From an optimization exercise on the open Yosys and OpenROAD flow, aimed at small area; shortcuts taken in it are not production practice. At most, simulation tests tie the RTL to the original design; equivalence was not proved.

==> module data, before the edit <==
module data(
input clr,input clk,
input [3:0]in_data,
input up,input down,input left,input right,
output reg death,output wire [3:0]out_data
    );
reg [3:0] state;
localparam STOP = 4'b1011, BIRTHSET = 4'b1000, BIRTH = 4'b1001, TRAP = 4'b1010;
wire any = up | down | left | right;
always @(posedge clk or posedge clr) begin
	if (clr) state <= STOP;
	else if (state == STOP) begin
		if (any) state <= 4'b0000;
	end
	else if (state == TRAP) begin
		if (!any) state <= STOP;
	end
	else state <= state + 4'd1;
end
reg       v_q, col_q, rev_q;
reg [1:0] idx_q;
reg       v, col, rev;
reg [1:0] idx;
wire d_col = up | down;
wire d_rev = up ? 1'b0 : down ? 1'b1 : left ? 1'b0 : 1'b1;
always @(*) begin
	v = v_q; col = col_q; rev = rev_q; idx = idx_q;
	if (state == STOP) v = 1'b0;
	else if (!state[3]) begin
		if (any) begin v = 1'b1; col = d_col; rev = d_rev; idx = state[1:0]; end
	end
	else if (state == BIRTHSET) begin
		if (any) begin
			v = 1'b1; rev = 1'b0;
			col = ~up & ~down;
			idx = {2{up | (~down & left)}};
		end
	end
end
always @(posedge clk) begin
	v_q <= v; col_q <= col; rev_q <= rev; idx_q <= idx;
end
reg [3:0] lab [0:15];
reg fresh;
always @(posedge clk or posedge clr)
	if (clr) fresh <= 1'b1;
	else fresh <= 1'b0;
wire [3:0] cell_out = lab[in_data];
assign out_data = fresh ? 4'd1 : cell_out;
wire mm = v & (state[3:2] == 2'b00);		 
wire ms = v & (state[3:2] == 2'b01);		 
wire mb = v & ~rev & (state == BIRTH);		 
wire act = mm | ms | mb;
wire [3:0] rs, cs;	 
genvar g;
generate for (g = 0; g < 4; g = g + 1) begin : S
	assign rs[g] = ~col & (idx == g);
	assign cs[g] = col & (idx == g);
end endgenerate
wire [15:0] sel;	 
generate for (g = 0; g < 16; g = g + 1) begin : SL
	assign sel[g] = rs[g/4] | cs[g%4];
end endgenerate
wire [1:0] key = idx ^ {2{rev}};
wire [3:0] rb [0:3];
generate for (g = 0; g < 4; g = g + 1) begin : RB
	assign rb[g] = ({4{sel[0*4+(0^g)]}} & lab[0*4+(0^g)]) | ({4{sel[1*4+(1^g)]}} & lab[1*4+(1^g)])
	             | ({4{sel[2*4+(2^g)]}} & lab[2*4+(2^g)]) | ({4{sel[3*4+(3^g)]}} & lab[3*4+(3^g)]);
end endgenerate
wire [3:0] a = rb[key];
wire [3:0] b = rb[key ^ 2'd1];
wire [3:0] c = rb[key ^ 2'd2];
wire [3:0] d = rb[key ^ 2'd3];
wire [3:0] ya, yb, yc, yd;
wire full;
op u_op (.a(a), .b(b), .c(c), .d(d), .mm(mm), .ms(ms), .mb(mb),
	.ya(ya), .yb(yb), .yc(yc), .yd(yd), .full(full));
wire [3:0] yq [0:3];
assign yq[0] = ya; assign yq[1] = yb; assign yq[2] = yc; assign yq[3] = yd;
wire [3:0] wb [0:3];
generate for (g = 0; g < 4; g = g + 1) begin : WB
	assign wb[g] = yq[g ^ key];
end endgenerate
generate for (g = 0; g < 16; g = g + 1) begin : W
	wire en = (act & sel[g]) | fresh;
	wire [3:0] nv = fresh ? 4'd1 : wb[(g/4) ^ (g%4)];
	always @(posedge clk)
		if (en) lab[g] <= nv;
end endgenerate
always @(posedge clk or posedge clr)
	if (clr) death <= 1'b0;
	else if (mb & full) death <= 1'b1;
endmodule
==> flow/config.mk <==
export PLATFORM = sky130hd
export DESIGN_NAME = data
export DESIGN_NICKNAME = data
export VERILOG_FILES = /design/flow/design.v
export SDC_FILE = /design/flow/constraint.sdc
export NUM_CORES = 8
export LEC_CHECK = 0
export ABC_AREA = 1
export CAP_MARGIN = 20
export CORE_MARGIN = 2
export CORE_UTILIZATION = 40
export PLACE_DENSITY = 0.6
export SLEW_MARGIN = 20
==> flow/constraint.sdc <==
create_clock -name core_clock -period 20.0 [get_ports {clk}]
set_input_delay 4.0000 -clock core_clock [delete_from_list [all_inputs] [get_ports {clk}]]
set_output_delay 4.0000 -clock core_clock [all_outputs]
set_load 0.01 [all_outputs]
standard.sh (not shown) runs the stock make flow with config.mk's settings and CLKGATE_MAP_FILE= SYNTH_SCRIPT=/design/flow/synth_recipe.tcl, a recipe that flattens the netlist after the stock synthesis.
==> flow/flow/run.sh <==
#!/bin/bash
# Layout: the standard flow (standard.sh) with an area-oriented ABC script
# for synthesis, no adder cells (ABC maps the adders), small clock buffers
# without dummy loads and buf_1 port buffers. Each make step logs to
# orfs/logs as usual; make's own output goes to flow_make.log.
set -euo pipefail
W=$(pwd)
rm -rf "$W/scripts_local"
cp -r "$FLOW_HOME/scripts" "$W/scripts_local"
cp "$W/flow/abc_area.script" "$W/scripts_local/abc_area.script"
export SCRIPTS_DIR="$W/scripts_local"
bash "$W/standard.sh" \
  "ADDER_MAP_FILE=" \
  "CTS_ARGS=-sink_clustering_enable -repair_clock_nets -dont_use_dummy_load -buf_list {sky130_fd_sc_hd__clkbuf_4 sky130_fd_sc_hd__clkbuf_8}" \
  "BUFFER_PORTS_ARGS=-buffer_cell sky130_fd_sc_hd__buf_1" \
  finish > "$W/flow_make.log" 2>&1
==> flow/flow/abc_area.script <==
strash
&get -n
&st
&deepsyn -T 120
&put
dch -f
amap
Rerun with:
--- a/flow/design.v
+++ b/flow/design.v
@@ -40,14 +40,9 @@
 always @(posedge clk) begin
 	v_q <= v; col_q <= col; rev_q <= rev; idx_q <= idx;
 end
 reg [3:0] lab [0:15];
-reg fresh;
-always @(posedge clk or posedge clr)
-	if (clr) fresh <= 1'b1;
-	else fresh <= 1'b0;
-wire [3:0] cell_out = lab[in_data];
-assign out_data = fresh ? 4'd1 : cell_out;
+assign out_data = lab[in_data];
 wire mm = v & (state[3:2] == 2'b00);		 
 wire ms = v & (state[3:2] == 2'b01);		 
 wire mb = v & ~rev & (state == BIRTH);		 
 wire act = mm | ms | mb;
@@ -56,13 +51,13 @@
 generate for (g = 0; g < 4; g = g + 1) begin : S
 	assign rs[g] = ~col & (idx == g);
 	assign cs[g] = col & (idx == g);
 end endgenerate
-wire [15:0] sel;	 
+wire [1:0] key = idx ^ {2{rev}};
+wire [15:0] sel;
 generate for (g = 0; g < 16; g = g + 1) begin : SL
 	assign sel[g] = rs[g/4] | cs[g%4];
 end endgenerate
-wire [1:0] key = idx ^ {2{rev}};
 wire [3:0] rb [0:3];
 generate for (g = 0; g < 4; g = g + 1) begin : RB
 	assign rb[g] = ({4{sel[0*4+(0^g)]}} & lab[0*4+(0^g)]) | ({4{sel[1*4+(1^g)]}} & lab[1*4+(1^g)])
 	             | ({4{sel[2*4+(2^g)]}} & lab[2*4+(2^g)]) | ({4{sel[3*4+(3^g)]}} & lab[3*4+(3^g)]);
@@ -81,12 +76,11 @@
 generate for (g = 0; g < 4; g = g + 1) begin : WB
 	assign wb[g] = yq[g ^ key];
 end endgenerate
 generate for (g = 0; g < 16; g = g + 1) begin : W
-	wire en = (act & sel[g]) | fresh;
-	wire [3:0] nv = fresh ? 4'd1 : wb[(g/4) ^ (g%4)];
-	always @(posedge clk)
-		if (en) lab[g] <= nv;
+	wire en = act & sel[g];
+	always @(posedge clk or posedge clr)
+		if (clr) lab[g] <= 4'd1; else if (en) lab[g] <= wb[(g/4) ^ (g%4)];
 end endgenerate
 always @(posedge clk or posedge clr)
 	if (clr) death <= 1'b0;
 	else if (mb & full) death <= 1'b1;
Core utilization came out higher by 0.30 points.
Non-clock buffer count goes down by 1.
Clock-buffer cell count is unchanged.
Setup slack got worse by 0.77 ns.
Via count rises by 7.5%.
Area after synthesis goes up by about 1.1%.
Register-to-register slack is worse by 0.75 ns.
Function not checked in the first run of this note: the RTL went through the layout flow alone.

[re-timing with driven ports]
The flow's constraints put no driver on any port. The routed layouts listed below were extracted and timed again, unchanged, in two steps. Step 1: set_driving_cell puts a clkbuf_16 on clk and a buf_2 on each other input, an assumption about the parent block. Step 2 adds t to the input delays and takes it off the output delays; t is the mean of the earliest and latest rising clock arrival at the registers after step 1. Input paths then give back, and output paths get back, about the clock's delay inside the block. Three values: ideal, step 1, step 2; two values: the first two.
run	shift t [ns]	setup slack, ns	worst slew at a driven data input, ns
the first run	0.377	8.141 / 8.149 / 7.772	0.03
the second run	0.365	7.370 / 7.381 / 7.016	0.03
After both steps setup and hold are still met in every run listed. The setup slack of the first run, which loses most, moves by +0.008 ns with the drivers and by -0.369 ns with both steps.
